Source: an optimization exercise on an open RTL-to-GDS flow (aim: small area, a short achievable clock period and few clock cycles per item). Production flows keep margins and buffers that such runs may drop.
RTL that was checked went through simulation tests only; none was proved equivalent to the original.
No activity file was given, so power comes from the tool's default toggle rates.

==> flow/design.v <==
`default_nettype none
`timescale 1 ns / 1 ps
module udp_ipv4_tx (
    input  wire             ap_clk,
    input  wire             ap_rst_n,
    input  wire  [31:0]     my_ip_addr,
    input  wire   [7:0]     ip_protocol,
    input  wire             s_axis_tx_meta_tvalid,
    output wire             s_axis_tx_meta_tready,
    input  wire [255:0]     s_axis_tx_meta_tdata,
    input  wire             s_axis_tx_data_tvalid,
    output wire             s_axis_tx_data_tready,
    input  wire  [63:0]     s_axis_tx_data_tdata,
    input  wire   [7:0]     s_axis_tx_data_tkeep,
    input  wire             s_axis_tx_data_tlast,
    output wire             m_axis_tx_data_tvalid,
    input  wire             m_axis_tx_data_tready,
    output wire   [63:0]    m_axis_tx_data_tdata,
    output wire    [7:0]    m_axis_tx_data_tkeep,
    output wire             m_axis_tx_data_tlast,
    output reg    [31:0]    datagrams_transmitted
);
reg st_h0, st_h1, st_h2, st_h3, st_dat, st_prv, st_ext;
reg st_hdr, st_fix, st_lfix;
reg  [31:0] prev_data;    
reg   [3:1] prev_keep;    
reg         len_zero;     
reg  [13:2] len_r;        
reg         meta_seen;    
wire [31:0] m_dst_ip   = s_axis_tx_meta_tdata[31:0];
wire [15:0] m_dst_port = s_axis_tx_meta_tdata[47:32];
wire [15:0] m_src_port = s_axis_tx_meta_tdata[95:80];
wire [15:0] m_len      = s_axis_tx_meta_tdata[111:96];
wire [15:0] tot_len    = {2'b00, len_r, m_len[1:0]};
wire [15:0] udp_len    = {2'b00, len_r, m_len[1:0]};
wire in_v    = s_axis_tx_data_tvalid;
wire in_last = s_axis_tx_data_tlast;
wire in_k4   = s_axis_tx_data_tkeep[4];
wire rdy     = m_axis_tx_data_tready;
wire n_vreg, n_vdat;
udp_aoi21 u_vreg (.a(st_h0), .b(meta_seen), .c(st_fix), .y(n_vreg));
udp_nand2 u_vdat (.a(st_dat), .b(in_v), .y(n_vdat));
udp_nand2 u_vout (.a(n_vreg), .b(n_vdat), .y(m_axis_tx_data_tvalid));
wire beat_valid = (st_h0 & meta_seen) | st_fix | (st_dat & in_v);
wire beat_last  = st_lfix | (st_dat & in_last & ~in_k4);
wire meta_take  = st_h3 & rdy & (len_zero | in_v);
wire out_hs     = beat_valid & rdy;
wire data_hs    = st_dat & in_v & rdy;
udp_and2  u_drdy (.a(st_dat), .b(rdy), .y(s_axis_tx_data_tready));
udp_o211a u_mrdy (.a(len_zero), .b(in_v), .c(st_h3), .d(rdy), .y(s_axis_tx_meta_tready));
wire n_lfix, n_ldat;
udp_inv    u_lfix (.a(st_lfix), .y(n_lfix));
udp_nand3b u_ldat (.a_n(in_k4), .b(st_dat), .c(in_last), .y(n_ldat));
udp_nand2  u_lout (.a(n_lfix), .b(n_ldat), .y(m_axis_tx_data_tlast));
assign m_axis_tx_data_tkeep[0]   = 1'b1;
assign m_axis_tx_data_tkeep[3:1] = st_ext ? prev_keep : 3'b111;
wire n_hdr;
udp_inv u_hdr (.a(st_hdr), .y(n_hdr));
genvar i;
for (i = 0; i < 4; i = i + 1) begin : g_keep
    wire n_k;
    udp_nand2 u_k   (.a(st_dat), .b(s_axis_tx_data_tkeep[i]), .y(n_k));
    udp_nand2 u_out (.a(n_hdr), .b(n_k), .y(m_axis_tx_data_tkeep[4+i]));
end
wire [31:0] lo_dst = {m_dst_ip[7:0], m_dst_ip[15:8], m_dst_ip[23:16], m_dst_ip[31:24]};
wire        n_h0;         
wire        n_h01;        
udp_inv  u_n_h0  (.a(st_h0), .y(n_h0));
udp_nor2 u_n_h01 (.a(st_h0), .b(st_h1), .y(n_h01));
for (i = 0; i < 32; i = i + 1) begin : g_lo
    wire n_dst, n_prv;
    udp_nand2 u_dst (.a(st_h2),  .b(lo_dst[i]),    .y(n_dst));
    udp_nand2 u_prv (.a(st_prv), .b(prev_data[i]), .y(n_prv));
    if (i < 8) begin : b0
        if (i < 6) begin : u
            wire n_udp;
            udp_nand2 u_udp (.a(st_h3), .b(udp_len[8+i]), .y(n_udp));
            if (i == 0 || i == 2) begin : c
                udp_nand4 u_out (.a(n_dst), .b(n_prv), .c(n_udp), .d(n_h0),
                                 .y(m_axis_tx_data_tdata[i]));
            end else begin : nc
                udp_nand3 u_out (.a(n_dst), .b(n_prv), .c(n_udp),
                                 .y(m_axis_tx_data_tdata[i]));
            end
        end else if (i == 6) begin : c6
            udp_nand3 u_out (.a(n_dst), .b(n_prv), .c(n_h01),
                             .y(m_axis_tx_data_tdata[i]));
        end else begin : c7
            udp_nand2 u_out (.a(n_dst), .b(n_prv), .y(m_axis_tx_data_tdata[i]));
        end
    end else if (i < 16) begin : b1
        wire n_pro, n_udp;
        udp_nand2 u_pro (.a(st_h1), .b(ip_protocol[i-8]), .y(n_pro));
        udp_nand2 u_udp (.a(st_h3), .b(udp_len[i-8]),     .y(n_udp));
        udp_nand4 u_out (.a(n_dst), .b(n_prv), .c(n_pro), .d(n_udp),
                         .y(m_axis_tx_data_tdata[i]));
    end else if (i < 22) begin : b2
        wire n_tot;
        udp_nand2 u_tot (.a(st_h0), .b(tot_len[i-8]), .y(n_tot));
        udp_nand3 u_out (.a(n_dst), .b(n_prv), .c(n_tot), .y(m_axis_tx_data_tdata[i]));
    end else if (i < 24) begin : b2z
        udp_nand2 u_out (.a(n_dst), .b(n_prv), .y(m_axis_tx_data_tdata[i]));
    end else begin : b3
        wire n_tot;
        udp_nand2 u_tot (.a(st_h0), .b(tot_len[i-24]), .y(n_tot));
        udp_nand3 u_out (.a(n_dst), .b(n_prv), .c(n_tot), .y(m_axis_tx_data_tdata[i]));
    end
end
wire [31:0] hi_ports = {m_dst_port[7:0], m_dst_port[15:8], m_src_port[7:0], m_src_port[15:8]};
for (i = 0; i < 32; i = i + 1) begin : g_hi
    wire n_ip, n_pt, n_dat;
    udp_nand2 u_ip  (.a(st_h1),  .b(my_ip_addr[i]),             .y(n_ip));
    udp_nand2 u_pt  (.a(st_h2),  .b(hi_ports[i]),               .y(n_pt));
    udp_nand2 u_dat (.a(st_dat), .b(s_axis_tx_data_tdata[i]),   .y(n_dat));
    udp_nand3 u_out (.a(n_ip),   .b(n_pt), .c(n_dat),           .y(m_axis_tx_data_tdata[32+i]));
end
wire to_ext = st_dat & in_last & in_k4;
always @(posedge ap_clk) begin
    if (!ap_rst_n) begin
        st_h0   <= 1'b1;
        st_h1   <= 1'b0;
        st_h2   <= 1'b0;
        st_h3   <= 1'b0;
        st_dat  <= 1'b0;
        st_prv  <= 1'b0;
        st_ext  <= 1'b0;
        st_hdr  <= 1'b1;
        st_fix  <= 1'b0;
        st_lfix <= 1'b0;
    end else if (out_hs) begin
        st_h0   <= beat_last;
        st_h1   <= st_h0;
        st_h2   <= st_h1;
        st_h3   <= st_h2;
        st_dat  <= (st_h2 & ~len_zero) | (st_dat & ~in_last);
        st_prv  <= st_dat & (~in_last | in_k4);
        st_ext  <= to_ext;
        st_hdr  <= beat_last | st_h0 | st_h1;
        st_fix  <= st_h0 | st_h1 | (st_h2 & len_zero) | to_ext;
        st_lfix <= (st_h2 & len_zero) | to_ext;
    end
end
always @(posedge ap_clk) begin
    if (data_hs) begin
        prev_data <= s_axis_tx_data_tdata[63:32];
        prev_keep <= s_axis_tx_data_tkeep[7:5];
    end
end
wire        len_u = st_h2 | st_h3;
wire  [3:0] len_lo = {1'b0, m_len[4:2]} + {1'b0, ~len_u, 1'b1, ~len_u};
wire  [8:0] len_ones;      
assign len_ones[0] = 1'b1;
for (i = 1; i < 9; i = i + 1) begin : g_len
    assign len_ones[i] = len_ones[i-1] & m_len[4+i];
end
wire  [8:0] len_inc = {9{len_lo[3]}} & len_ones;
always @(posedge ap_clk) begin
    len_zero  <= (m_len[13:0] == 14'd0);
    len_r     <= {m_len[13:5] ^ len_inc, len_lo[2:0]};
    meta_seen <= ap_rst_n & s_axis_tx_meta_tvalid & ~meta_take;
end
wire [31:0] cnt_ones;
assign cnt_ones[0] = 1'b1;
for (i = 1; i < 32; i = i + 1) begin : g_cnt
    assign cnt_ones[i] = cnt_ones[i-1] & datagrams_transmitted[i-1];
end
always @(posedge ap_clk) begin
    if (!ap_rst_n)
        datagrams_transmitted <= 32'd0;
    else
        datagrams_transmitted <= datagrams_transmitted ^
                                 ({32{out_hs & beat_last}} & cnt_ones);
end
endmodule
module udp_nand2 (input wire a, input wire b, output wire y);
assign y = ~(a & b);
endmodule
module udp_nand3 (input wire a, input wire b, input wire c, output wire y);
assign y = ~(a & b & c);
endmodule
module udp_nand4 (input wire a, input wire b, input wire c, input wire d, output wire y);
assign y = ~(a & b & c & d);
endmodule
module udp_inv (input wire a, output wire y);
assign y = ~a;
endmodule
module udp_nor2 (input wire a, input wire b, output wire y);
assign y = ~(a | b);
endmodule
module udp_nand3b (input wire a_n, input wire b, input wire c, output wire y);
assign y = ~(~a_n & b & c);
endmodule
module udp_aoi21 (input wire a, input wire b, input wire c, output wire y);
assign y = ~((a & b) | c);
endmodule
module udp_and2 (input wire a, input wire b, output wire y);
assign y = a & b;
endmodule
module udp_o211a (input wire a, input wire b, input wire c, input wire d, output wire y);
assign y = (a | b) & c & d;
endmodule
clock: 5.0 ns
lec_check: 0
cap_margin: 20
core_area: 2.5 2.5 97.5 97.5
die_area: 0 0 100 100
place_density: 0.7
setup_slack_margin: 2.6
slew_margin: 20
synth_hierarchical: 1
standard.sh (not shown) runs the stock make flow with config.mk's settings and CLKGATE_MAP_FILE= SYNTH_SCRIPT=/design/flow/synth_recipe.tcl, a recipe that flattens the netlist after the stock synthesis.
==> flow/flow/run.sh <==
#!/bin/bash
# Standard ORFS layout (the standard.sh, unchanged synthesis), with the
# port buffers made from the smallest buffer instead of the default choice
# and the pins allowed on every routing track, so a smaller die fits them.
set -euo pipefail
export BUFFER_PORTS_ARGS="-buffer_cell sky130_fd_sc_hd__buf_1"
export PLACE_PINS_ARGS="-min_distance 1 -min_distance_in_tracks"
bash standard.sh synth > synth.log 2>&1
bash standard.sh finish > layout.log 2>&1
Next try:
--- a/flow/design.v
+++ b/flow/design.v
@@ -41,13 +41,10 @@
 udp_aoi21 u_vreg (.a(st_h0), .b(meta_seen), .c(st_fix), .y(n_vreg));
 udp_nand2 u_vdat (.a(st_dat), .b(in_v), .y(n_vdat));
 udp_nand2 u_vout (.a(n_vreg), .b(n_vdat), .y(m_axis_tx_data_tvalid));
-wire beat_valid = (st_h0 & meta_seen) | st_fix | (st_dat & in_v);
-wire beat_last  = st_lfix | (st_dat & in_last & ~in_k4);
-wire meta_take  = st_h3 & rdy & (len_zero | in_v);
-wire out_hs     = beat_valid & rdy;
-wire data_hs    = st_dat & in_v & rdy;
-udp_and2  u_drdy (.a(st_dat), .b(rdy), .y(s_axis_tx_data_tready));
-udp_o211a u_mrdy (.a(len_zero), .b(in_v), .c(st_h3), .d(rdy), .y(s_axis_tx_meta_tready));
+wire out_hs  = m_axis_tx_data_tvalid & rdy;
+wire data_hs = st_dat & in_v & rdy;
+assign s_axis_tx_data_tready = st_dat & rdy;
+assign s_axis_tx_meta_tready = st_h3 & rdy & (len_zero | in_v);
 wire n_lfix, n_ldat;
 udp_inv    u_lfix (.a(st_lfix), .y(n_lfix));
 udp_nand3b u_ldat (.a_n(in_k4), .b(st_dat), .c(in_last), .y(n_ldat));
@@ -128,14 +125,14 @@
         st_fix  <= 1'b0;
         st_lfix <= 1'b0;
     end else if (out_hs) begin
-        st_h0   <= beat_last;
+        st_h0   <= m_axis_tx_data_tlast;
         st_h1   <= st_h0;
         st_h2   <= st_h1;
         st_h3   <= st_h2;
         st_dat  <= (st_h2 & ~len_zero) | (st_dat & ~in_last);
         st_prv  <= st_dat & (~in_last | in_k4);
         st_ext  <= to_ext;
-        st_hdr  <= beat_last | st_h0 | st_h1;
+        st_hdr  <= m_axis_tx_data_tlast | st_h0 | st_h1;
         st_fix  <= st_h0 | st_h1 | (st_h2 & len_zero) | to_ext;
         st_lfix <= (st_h2 & len_zero) | to_ext;
     end
@@ -157,7 +154,7 @@
 always @(posedge ap_clk) begin
     len_zero  <= (m_len[13:0] == 14'd0);
     len_r     <= {m_len[13:5] ^ len_inc, len_lo[2:0]};
-    meta_seen <= ap_rst_n & s_axis_tx_meta_tvalid & ~meta_take;
+    meta_seen <= ap_rst_n & s_axis_tx_meta_tvalid & ~s_axis_tx_meta_tready;
 end
 wire [31:0] cnt_ones;
 assign cnt_ones[0] = 1'b1;
@@ -169,7 +166,7 @@
         datagrams_transmitted <= 32'd0;
     else
         datagrams_transmitted <= datagrams_transmitted ^
-                                 ({32{out_hs & beat_last}} & cnt_ones);
+                                 ({32{out_hs & m_axis_tx_data_tlast}} & cnt_ones);
 end
 endmodule
 module udp_nand2 (input wire a, input wire b, output wire y);
@@ -193,9 +190,3 @@
 module udp_aoi21 (input wire a, input wire b, input wire c, output wire y);
 assign y = ~((a & b) | c);
 endmodule
-module udp_and2 (input wire a, input wire b, output wire y);
-assign y = a & b;
-endmodule
-module udp_o211a (input wire a, input wire b, input wire c, input wire d, output wire y);
-assign y = (a | b) & c & d;
-endmodule
Result: The new run went through all stages and came out clean; setup slack loses 0.025 ns; final area decreases by 1.4%; sequential power stays flat; synthesized area hardly moves; hold slack loses 0.0070 ns; wire length decreases by 7.3%; cell count decreases by 2.1%; die area stays the same; via count decreases by 5.8%; global-route usage decreases by 2.3 points.
Testbench counts after the change, summed over its fixed seeds: cycles 93,634, packets 4,800.
The RTL of the first run of this note was laid out without a check of its function.

[re-timing with driven ports]
The flow's constraints put no driver on any port. The routed layouts listed below were extracted and timed again, unchanged, in two steps.
Step 1: set_driving_cell puts a clkbuf_16 on ap_clk and a buf_2 on each other input, an assumption about the parent block.
Step 2 adds t to the input delays and takes it off the output delays; t is the mean of the earliest and latest rising clock arrival at the registers after step 1. Input paths then give back, and output paths get back, about the clock's delay inside the block.
Slacks: ideal ports / drivers / drivers and shift; pairs: ideal ports / drivers.
run	shift t [ns]	setup WS [ns]	hold slack, ns	worst setup path after step 2
the first run	0.385	2.552 / 2.503 / 2.207	0.502 / 0.502 / 0.502	input to register
the second run	0.379	2.527 / 2.478 / 2.280	0.495 / 0.495 / 0.495	input to register
After both steps setup and hold are still met in every run listed. The setup slack of the first run, which loses most, moves by -0.049 ns with the drivers and by -0.345 ns with both steps.
